From an optimization exercise on the open Yosys and OpenROAD flow, aimed at small area and a short achievable clock period; shortcuts taken in it are not production practice.
At most, simulation tests tie the RTL to the original design; equivalence was not proved.
Power is estimated from default activity; no workload was simulated.

job 103:
==> flow/design.v <==
module PulseSignal #(
    parameter int DELAY = 1,
    parameter bit RZ    = 1   
)
(
    input  logic clk,
    input  logic ena,
    input  logic rst_n,
    output logic dout
);
    localparam int CNTWIDTH = $clog2(DELAY + 2);
    logic [CNTWIDTH-1:0] count;
    always_ff @(posedge clk) begin
        if (!rst_n) begin
            count <= '0;
            dout  <= 1'b0;
        end
        else if (ena) begin
            if (count <= DELAY)
                count <= count + 1'b1;
            if (count == DELAY)
                dout <= 1'b1;          
            else if (RZ && (count > DELAY))
                dout <= 1'b0;          
        end
    end
endmodule
module CIC_Decimation #(
    parameter int WIDTH_IN  = 16,
    parameter int NUM_STAGE = 5,
    parameter int MAX_RATE  = 16,
    parameter int WIDTH_OUT = WIDTH_IN + NUM_STAGE * $clog2(MAX_RATE)
)
(
    input  clk, ena, rst_n,
    input  logic signed [WIDTH_IN-1:0]  din_odd, din_even,
    input  [7:0] rate,
    output logic signed [WIDTH_OUT-1:0] dout,
    output vld, rdy
);
    localparam int BW = WIDTH_OUT;              
    localparam int NST = NUM_STAGE;             
    localparam int NS = 7;                      
    localparam logic [8*(NS+1)-1:0] SB = {8'd36, 8'd31, 8'd26, 8'd21, 8'd16, 8'd11, 8'd6, 8'd0};
    localparam int NCB = NST - 1;
    localparam logic [NCB-1:0] CPIPE = 4'b1010;
    localparam int NCG = CPIPE[0] + CPIPE[1] + CPIPE[2] + CPIPE[3];   
    localparam int NV = NST + NS + 1;
    logic [NV-1:0] tok;
    logic rst_q, clr_q;
    always_ff @(posedge clk) begin
        rst_q <= rst_n;
        clr_q <= !rst_n;
    end
    always_ff @(posedge clk) begin
        tok[0] <= ena & rst_n;
        if (!rst_q) tok[NV-1:1] <= '0;
        else        tok[NV-1:1] <= tok[NV-2:0];
    end
    logic [WIDTH_IN-1:0] xe_d [NS];    
    logic [WIDTH_IN-1:0] xo_d [NS];
    always_ff @(posedge clk) begin
        xe_d[0] <= din_even;
        xo_d[0] <= din_odd;
        for (int k = 1; k < NS; k++) begin
            xe_d[k] <= xe_d[k-1];
            xo_d[k] <= xo_d[k-1];
        end
    end
    logic [BW-1:0] xe_s, xo_s;
    genvar i, j, b;
    generate
        for (j = 0; j < NS; j++) begin : g_isk
            for (b = SB[8*j +: 8]; b < SB[8*(j+1) +: 8]; b++) begin : g_b
                assign xe_s[b] = xe_d[j][(b < WIDTH_IN) ? b : WIDTH_IN-1];
                assign xo_s[b] = xo_d[j][(b < WIDTH_IN) ? b : WIDTH_IN-1];
            end
        end
    endgenerate
    logic [BW-1:0] acc [NST];    
    logic [BW-1:0] evn [NST];    
    logic [BW-1:0] i_a [NST], i_b [NST], i_e [NST], i_o [NST];
    logic [NS-1:0] ce_q [NST], co_q [NST];    
    logic [NS:0]   ce_c [NST], co_c [NST];    
    logic [NS-1:0] sel_e, sel_o;
    logic [BW-1:0] dn;           
    generate
        for (i = 0; i < NST; i++) begin : g_int
            if (i == 0) begin : g_in
                assign i_a[i] = xe_s;
                assign i_b[i] = xo_s;
            end else begin : g_mid
                assign i_a[i] = evn[i-1];
                assign i_b[i] = acc[i-1];
            end
            for (j = 0; j < NS; j++) begin : g_sl
                localparam int LO = SB[8*j +: 8];
                localparam int HI = SB[8*(j+1) +: 8] - 1;
                logic [HI-LO+1:0] ce, co;
                assign ce[0] = (j == 0) ? 1'b0 : ce_q[i][j-1];
                assign co[0] = (j == 0) ? 1'b0 : co_q[i][j-1];
                for (b = LO; b <= HI; b++) begin : g_b
                    if (b == 0) begin : g_h
                        assign i_e[i][b]    = acc[i][b] ^ i_a[i][b];
                        assign ce[b-LO+1]   = acc[i][b] & i_a[i][b];
                        assign i_o[i][b]    = i_e[i][b] ^ i_b[i][b];
                        assign co[b-LO+1]   = i_e[i][b] & i_b[i][b];
                    end else begin : g_f
                        cic_fa u_fe (.a(acc[i][b]), .b(i_a[i][b]), .c(ce[b-LO]), .s(i_e[i][b]), .co(ce[b-LO+1]));
                        cic_fa u_fo (.a(i_e[i][b]), .b(i_b[i][b]), .c(co[b-LO]), .s(i_o[i][b]), .co(co[b-LO+1]));
                    end
                end
                if (j < NS - 1) begin : g_cq
                    always_ff @(posedge clk) begin
                        ce_q[i][j] <= ce[HI-LO+1];
                        co_q[i][j] <= co[HI-LO+1];
                    end
                end
                if (i < NST - 1) begin : g_acc
                    always_ff @(posedge clk) begin
                        if (clr_q)
                            acc[i][HI:LO] <= '0;
                        else if (tok[i+j])
                            acc[i][HI:LO] <= i_o[i][HI:LO];
                    end
                end else begin : g_dump
                    always_ff @(posedge clk) begin
                        if (clr_q)
                            acc[i][HI:LO] <= '0;
                        else if (tok[i+j])
                            acc[i][HI:LO] <= sel_e[j] ? i_b[i][HI:LO] :
                                             sel_o[j] ? '0 : i_o[i][HI:LO];
                    end
                end
                if (i < NST - 1) begin : g_ev
                    always_ff @(posedge clk) evn[i][HI:LO] <= i_e[i][HI:LO];
                end else begin : g_dn
                    always_ff @(posedge clk)
                        dn[HI:LO] <= sel_e[j] ? i_e[i][HI:LO] : i_o[i][HI:LO];
                end
            end
        end
    endgenerate
    logic [4:0] rate_q;
    always_ff @(posedge clk) rate_q <= rate[4:0];
    logic       ctl_tok;
    assign ctl_tok = tok[NST-1];
    logic [2:0] pcnt;            
    logic [2:0] dcnt;            
    logic [4:0] cd;              
    logic [5:0] cd2;
    logic       take_e, take_o, take;
    assign cd2    = {1'b0, cd} + 6'd2;
    assign take_e = ctl_tok && (pcnt == 3'd6) && (cd == 5'd0);
    assign take_o = ctl_tok && (pcnt == 3'd6) && (cd != 5'd0) && (cd2 > {1'b0, rate_q});
    assign take   = take_e | take_o;
    always_ff @(posedge clk) begin
        if (!rst_q) begin
            pcnt <= '0;
            dcnt <= '0;
            cd   <= '0;
        end else if (ctl_tok) begin
            if (pcnt != 3'd6) pcnt <= pcnt + 3'd1;
            if (take && dcnt != 3'd6) dcnt <= dcnt + 3'd1;
            if (pcnt == 3'd6)
                cd <= (cd2 >= {1'b0, rate_q}) ? 5'(cd2 - {1'b0, rate_q}) : cd2[4:0];
        end
    end
    logic [NS-1:0] sel_q, selo_q;
    always_ff @(posedge clk) begin
        sel_q  <= {sel_q[NS-2:0], take_e};
        selo_q <= {selo_q[NS-2:0], take_o};
    end
    assign sel_e = {sel_q[NS-2:0], take_e};
    assign sel_o = {selo_q[NS-2:0], take_o};
    localparam int ND = NS + NCG - 1;
    logic [ND-1:0] dtok, otok;
    always_ff @(posedge clk) begin
        if (!rst_q) begin
            dtok <= '0;
            otok <= '0;
        end else begin
            dtok <= {dtok[ND-2:0], take};
            otok <= {otok[ND-2:0], take && (dcnt == 3'd6)};
        end
    end
    logic [BW-1:0] c_x [NCB], c_y [NCB], c_d [NCB];
    logic [BW-1:0] c_p [NCB];           
    logic [NS-1:0] cc_q [NCB];
    generate
        for (i = 0; i < NCB; i++) begin : g_comb
            if (i == 0) begin : g_in
                assign c_x[i] = dn;
            end else if (CPIPE[i-1]) begin : g_reg
                assign c_x[i] = c_p[i-1];
            end else begin : g_wire
                assign c_x[i] = c_y[i-1];
            end
            localparam int CG = (i > 0 ? CPIPE[0] : 0) + (i > 1 ? CPIPE[1] : 0) + (i > 2 ? CPIPE[2] : 0);
            for (j = 0; j < NS; j++) begin : g_sl
                localparam int LO = SB[8*j +: 8];
                localparam int HI = SB[8*(j+1) +: 8] - 1;
                logic [HI-LO+1:0] cc;
                assign cc[0] = (j == 0) ? 1'b1 : cc_q[i][j-1];
                for (b = LO; b <= HI; b++) begin : g_b
                    if (b == 0) begin : g_h
                        assign c_y[i][b]  = c_x[i][b] ^ c_d[i][b];
                        assign cc[b-LO+1] = c_x[i][b] | ~c_d[i][b];
                    end else begin : g_f
                        cic_fa u_fc (.a(c_x[i][b]), .b(~c_d[i][b]), .c(cc[b-LO]), .s(c_y[i][b]), .co(cc[b-LO+1]));
                    end
                end
                if (j < NS - 1) begin : g_cq
                    always_ff @(posedge clk) cc_q[i][j] <= cc[HI-LO+1];
                end
                always_ff @(posedge clk)
                    if (dtok[j + CG]) c_d[i][HI:LO] <= c_x[i][HI:LO];
                if (CPIPE[i] && i < NCB - 1) begin : g_p
                    always_ff @(posedge clk) c_p[i][HI:LO] <= c_y[i][HI:LO];
                end
            end
        end
    endgenerate
    logic [BW-1:0] dq;
    generate
        for (j = 0; j < NS; j++) begin : g_dsk
            localparam int LO = SB[8*j +: 8];
            localparam int HI = SB[8*(j+1) +: 8] - 1;
            localparam int DL = NS - 1 - j;
            if (DL == 0) begin : g_0
                assign dq[HI:LO] = c_y[NCB-1][HI:LO];
            end else begin : g_n
                logic [HI-LO:0] sh [DL];
                always_ff @(posedge clk) begin
                    sh[0] <= c_y[NCB-1][HI:LO];
                    for (int k = 1; k < DL; k++) sh[k] <= sh[k-1];
                end
                assign dq[HI:LO] = sh[DL-1];
            end
        end
    endgenerate
    logic vld_q, rdy_q;
    logic [BW-1:0] dout_q;
    always_ff @(posedge clk) begin
        dout_q <= dq;
        if (!rst_n) begin
            vld_q <= 1'b0;
            rdy_q <= 1'b0;
        end else begin
            vld_q <= otok[ND-1] & rst_q;
            rdy_q <= rdy_q | (otok[ND-1] & rst_q);
        end
    end
    assign dout = dout_q;
    assign vld  = vld_q;
    assign rdy  = rdy_q;
endmodule
module cic_fa (
    input  logic a, b, c,
    output logic s, co
);
    assign s  = a ^ b ^ c;
    assign co = (a & b) | (a & c) | (b & c);
endmodule
Settings: LEC_CHECK=0, CAP_MARGIN=20, CORE_MARGIN=2, CORE_UTILIZATION=70, CTS_CLUSTER_DIAMETER=60, CTS_CLUSTER_SIZE=30, SLEW_MARGIN=20, SYNTH_HIERARCHICAL=1, SYNTH_MINIMUM_KEEP_SIZE=0; clock period 14.0 ns.
standard.sh (not shown) runs the stock make flow with config.mk's settings and CLKGATE_MAP_FILE= SYNTH_SCRIPT=/design/flow/synth_recipe.tcl, a recipe that flattens the netlist after the stock synthesis.
==> flow/flow/run.sh <==
#!/bin/bash
# The standard layout (standard.sh), with two changes to how the layout
# is made: the input and output port buffers are sky130_fd_sc_hd__buf_2
# instead of the cell buffer_ports picks by default, and clock tree synthesis
# inserts no dummy loads. make's output goes to standard.log; ORFS keeps each
# tool's own log under orfs/logs/.
set -euo pipefail
export BUFFER_PORTS_ARGS="-buffer_cell sky130_fd_sc_hd__buf_2"
export CTS_ARGS="-sink_clustering_enable -repair_clock_nets -sink_clustering_size 30 -sink_clustering_max_diameter 60 -dont_use_dummy_load -sink_clustering_levels 1"
bash standard.sh > standard.log 2>&1
Modified inputs, job 105 compared to job 103
--- a/flow/flow/run.sh
+++ b/flow/flow/run.sh
@@ -8,3 +8,3 @@
 export BUFFER_PORTS_ARGS="-buffer_cell sky130_fd_sc_hd__buf_2"
-export CTS_ARGS="-sink_clustering_enable -repair_clock_nets -sink_clustering_size 30 -sink_clustering_max_diameter 60 -dont_use_dummy_load -sink_clustering_levels 1"
+export CTS_ARGS="-sink_clustering_enable -repair_clock_nets -sink_clustering_size 30 -sink_clustering_max_diameter 60 -dont_use_dummy_load"
 bash standard.sh > standard.log 2>&1
Findings:
- Across job 103 and job 105, the outcome is the same: a clean finish for every run.
- Global placement routability congestion: job 103 vs job 105 identical
- Per the comparison of job 105 with job 103, overall routing resource usage comparable, synthesized cell area about even.
No functional check of the RTL was part of any run of this note.

========
Another version of the RTL of CIC_Decimation (not shown whole).
Size in the first run: about 2200 cells after synthesis, about 36000 µm² of cells after synthesis.
make LEC_CHECK=0 CAP_MARGIN=20 CORE_MARGIN=2 CORE_UTILIZATION=70 CTS_BUF_LIST='sky130_fd_sc_hd__clkbuf_4 sky130_fd_sc_hd__clkbuf_8' SLEW_MARGIN=20 SYNTH_HIERARCHICAL=1 SYNTH_MINIMUM_KEEP_SIZE=0 finish   # period 14.0 ns
run.sh (not shown) runs the stock make flow with config.mk's settings and CLKGATE_MAP_FILE= SYNTH_SCRIPT=/design/flow/synth_recipe.tcl, a recipe that flattens the netlist after the stock synthesis.
Stock flow here: none of the scripts above is used.
Edit:
- CTS_BUF_LIST: sky130_fd_sc_hd__clkbuf_4 sky130_fd_sc_hd__clkbuf_8 -> sky130_fd_sc_hd__clkbuf_8 sky130_fd_sc_hd__clkbuf_16
- CTS_CLUSTER_DIAMETER: default -> 50
- CTS_CLUSTER_SIZE: default -> 20
Result: The changed run went through all stages and came out clean; power drops by 5.1%; wire length hardly moves; hold slack is worse by 0.0034 ns; cell area decreases by 2.2%; setup slack gains 0.16 ns; clock-buffer cell count decreases by 148; die area stays the same.
Edit:
- CORE_UTILIZATION: 70 -> 40
- CTS_BUF_LIST: sky130_fd_sc_hd__clkbuf_8 sky130_fd_sc_hd__clkbuf_16 -> default
- CTS_CLUSTER_DIAMETER: 50 -> default
- CTS_CLUSTER_SIZE: 20 -> default
=> Wire length climbs by a few percent. Global-route usage drops by 8.5 points. Total power climbs by a little under a tenth. Via count climbs slightly.
No functional check of the RTL was part of any run of this note.

========
== run A ==
CIC_Decimation, a different RTL version from the one above (not shown whole).
Size in the first run: about 2100 cells after synthesis, about 890 flip-flops, about 81 I/O pins.
==> flow/config.mk <==
export PLATFORM = sky130hd
export DESIGN_NAME = CIC_Decimation
export DESIGN_NICKNAME = CIC_Decimation
export VERILOG_FILES = /design/flow/design.v
export SDC_FILE = /design/flow/constraint.sdc
export NUM_CORES = 4
export LEC_CHECK = 0
export CAP_MARGIN = 20
export CORE_MARGIN = 2
export CORE_UTILIZATION = 70
export CTS_CLUSTER_DIAMETER = 60
export CTS_CLUSTER_SIZE = 30
export SLEW_MARGIN = 20
export SYNTH_HIERARCHICAL = 1
export SYNTH_MINIMUM_KEEP_SIZE = 0
==> flow/constraint.sdc <==
create_clock -name core_clock -period 14.0 [get_ports {clk}]
set_input_delay 2.8000 -clock core_clock [delete_from_list [all_inputs] [get_ports {clk}]]
set_output_delay 2.8000 -clock core_clock [all_outputs]
set_load 0.01 [all_outputs]
standard.sh (not shown) runs the stock make flow with config.mk's settings and CLKGATE_MAP_FILE= SYNTH_SCRIPT=/design/flow/synth_recipe.tcl, a recipe that flattens the netlist after the stock synthesis.
==> flow/flow/run.sh <==
#!/bin/bash
# The standard layout (standard.sh), with two changes to how the layout
# is made: the input and output port buffers are sky130_fd_sc_hd__buf_2
# instead of the cell buffer_ports picks by default, and clock tree synthesis
# inserts no dummy loads. make's output goes to standard.log; ORFS keeps each
# tool's own log under orfs/logs/.
set -euo pipefail
export BUFFER_PORTS_ARGS="-buffer_cell sky130_fd_sc_hd__buf_2"
export CTS_ARGS="-sink_clustering_enable -repair_clock_nets -sink_clustering_size 30 -sink_clustering_max_diameter 60 -dont_use_dummy_load"
export SETUP_SLACK_MARGIN=10.3
bash standard.sh > standard.log 2>&1
Run A finished end to end and its layout was clean on timing, DRC and antenna.
Edits applied to the flow inputs when going from run A to run B:
-- flow/flow/run.sh --
<<< run A, line 8
export BUFFER_PORTS_ARGS="-buffer_cell sky130_fd_sc_hd__buf_2"
export CTS_ARGS="-sink_clustering_enable -repair_clock_nets -sink_clustering_size 30 -sink_clustering_max_diameter 60 -dont_use_dummy_load"
export SETUP_SLACK_MARGIN=10.3
bash standard.sh > standard.log 2>&1
>>> run B, line 8
export BUFFER_PORTS_ARGS="-buffer_cell sky130_fd_sc_hd__buf_2"
export CTS_ARGS="-sink_clustering_enable -repair_clock_nets -sink_clustering_size 30 -sink_clustering_max_diameter 60 -dont_use_dummy_load"
export SETUP_SLACK_MARGIN=10.6
bash standard.sh > standard.log 2>&1
### Flow results
- Run B completed every stage of the flow, and the final layout passed the timing, DRC and antenna checks.
- In run B the mean routed wirelength per cell turned out 2.0% higher than in run A.
- Run A -> run B: final critical-path share of the clock period flat
- Area enclosed by the die boundary: run A vs run B identical
- Across both runs, final hold slack was lower for run B than for run A.
- | first-pass GRT wire length | lower: run A |
- [compare] base=run A new=run B: power climbed 0.097 mW; largest stage delay on the critical path barely changed; cell count climbed 0.88%; sum of routed wire length over all layers climbed about 3%; combinational power climbed about 5%.
- Run comparison: run A capturing element of the worst setup path vld; run B capturing element of the worst setup path rdy
- Of run B and run A, it is run B that has the higher register-to-register slack.
[inputs] run C vs run B
-- flow/flow/run.sh --
<<< run B, line 7
set -euo pipefail
export BUFFER_PORTS_ARGS="-buffer_cell sky130_fd_sc_hd__buf_2"
export CTS_ARGS="-sink_clustering_enable -repair_clock_nets -sink_clustering_size 30 -sink_clustering_max_diameter 60 -dont_use_dummy_load"
export SETUP_SLACK_MARGIN=10.6
bash standard.sh > standard.log 2>&1
>>> run C, line 7
set -euo pipefail
export BUFFER_PORTS_ARGS="-buffer_cell sky130_fd_sc_hd__buf_2"
export CTS_ARGS="-sink_clustering_enable -repair_clock_nets -sink_clustering_size 30 -sink_clustering_max_diameter 60 -dont_use_dummy_load -apply_ndr full"
bash standard.sh > standard.log 2>&1
-- flow/config.mk --
<<< run B, line 8
export CAP_MARGIN = 20
export CORE_MARGIN = 2
export CORE_UTILIZATION = 70
export CTS_CLUSTER_DIAMETER = 60
export CTS_CLUSTER_SIZE = 30
>>> run C, line 8
export CAP_MARGIN = 20
export CORE_MARGIN = 2
export CORE_UTILIZATION = 85
export CTS_CLUSTER_DIAMETER = 60
export CTS_CLUSTER_SIZE = 30
==> comparison <==
Going from run B to run C, switching power as a share of total power saw an increase, share of the clock period used by the worst path after layout higher, via density per instance now larger, setup slack after layout went down.
Termination of the worst setup path = rdy: run B; termination of the worst setup path = dout[15]: run C
Looking only at met1 usage in global routing, and setting everything else aside, the lower value of run B and run C goes to run B.
The cell area number comes out higher for run B vs run C.
| final critical path time including I/O delays and setup | run C vs run B | 0.041 ns higher |

[static timing again, ports no longer ideal]
Ports are ideal in the flow. The routed layouts listed here were re-timed in OpenROAD.
Step 1 (the two cells are an assumption about what drives the block):
set clk [get_ports {clk}]
set_driving_cell -lib_cell sky130_fd_sc_hd__clkbuf_16 $clk
set_driving_cell -lib_cell sky130_fd_sc_hd__buf_2 [delete_from_list [all_inputs] $clk]
Step 2 times the ports against the registers' clock, not the clock port: input delays grow and output delays shrink by t, the midpoint of the rising clock arrivals with the driver on.
Slacks: no drivers / after step 1 / after step 2; pairs: no drivers / after step 1.
| run | t, ns | slack for setup (ns) | worst slew at a driven data input, ns |
|---|---|---|---|
| job 103 | 0.635 | 10.132 / 10.071 / 10.457 | 0.05 |
| job 105 | 0.635 | 10.132 / 10.071 / 10.457 | 0.05 |
| the first run of note 2 | 0.814 | 9.565 / 9.510 / 9.512 | 0.05 |
| the second run of note 2 | 0.649 | 9.728 / 9.665 / 9.512 | 0.04 |
| the third run of note 2 | 0.692 | 9.694 / 9.634 / 9.455 | 0.03 |
| run A | 0.638 | 10.144 / 10.086 / 10.370 | 0.04 |
| run B | 0.647 | 10.158 / 10.099 / 10.442 | 0.04 |
| run C | 0.647 | 10.117 / 10.055 / 10.246 | 0.06 |
After both steps every run listed still meets setup and hold. For the third run of note 2, which loses most, drivers alone change the setup slack by -0.060 ns; drivers and shift together by -0.239 ns.
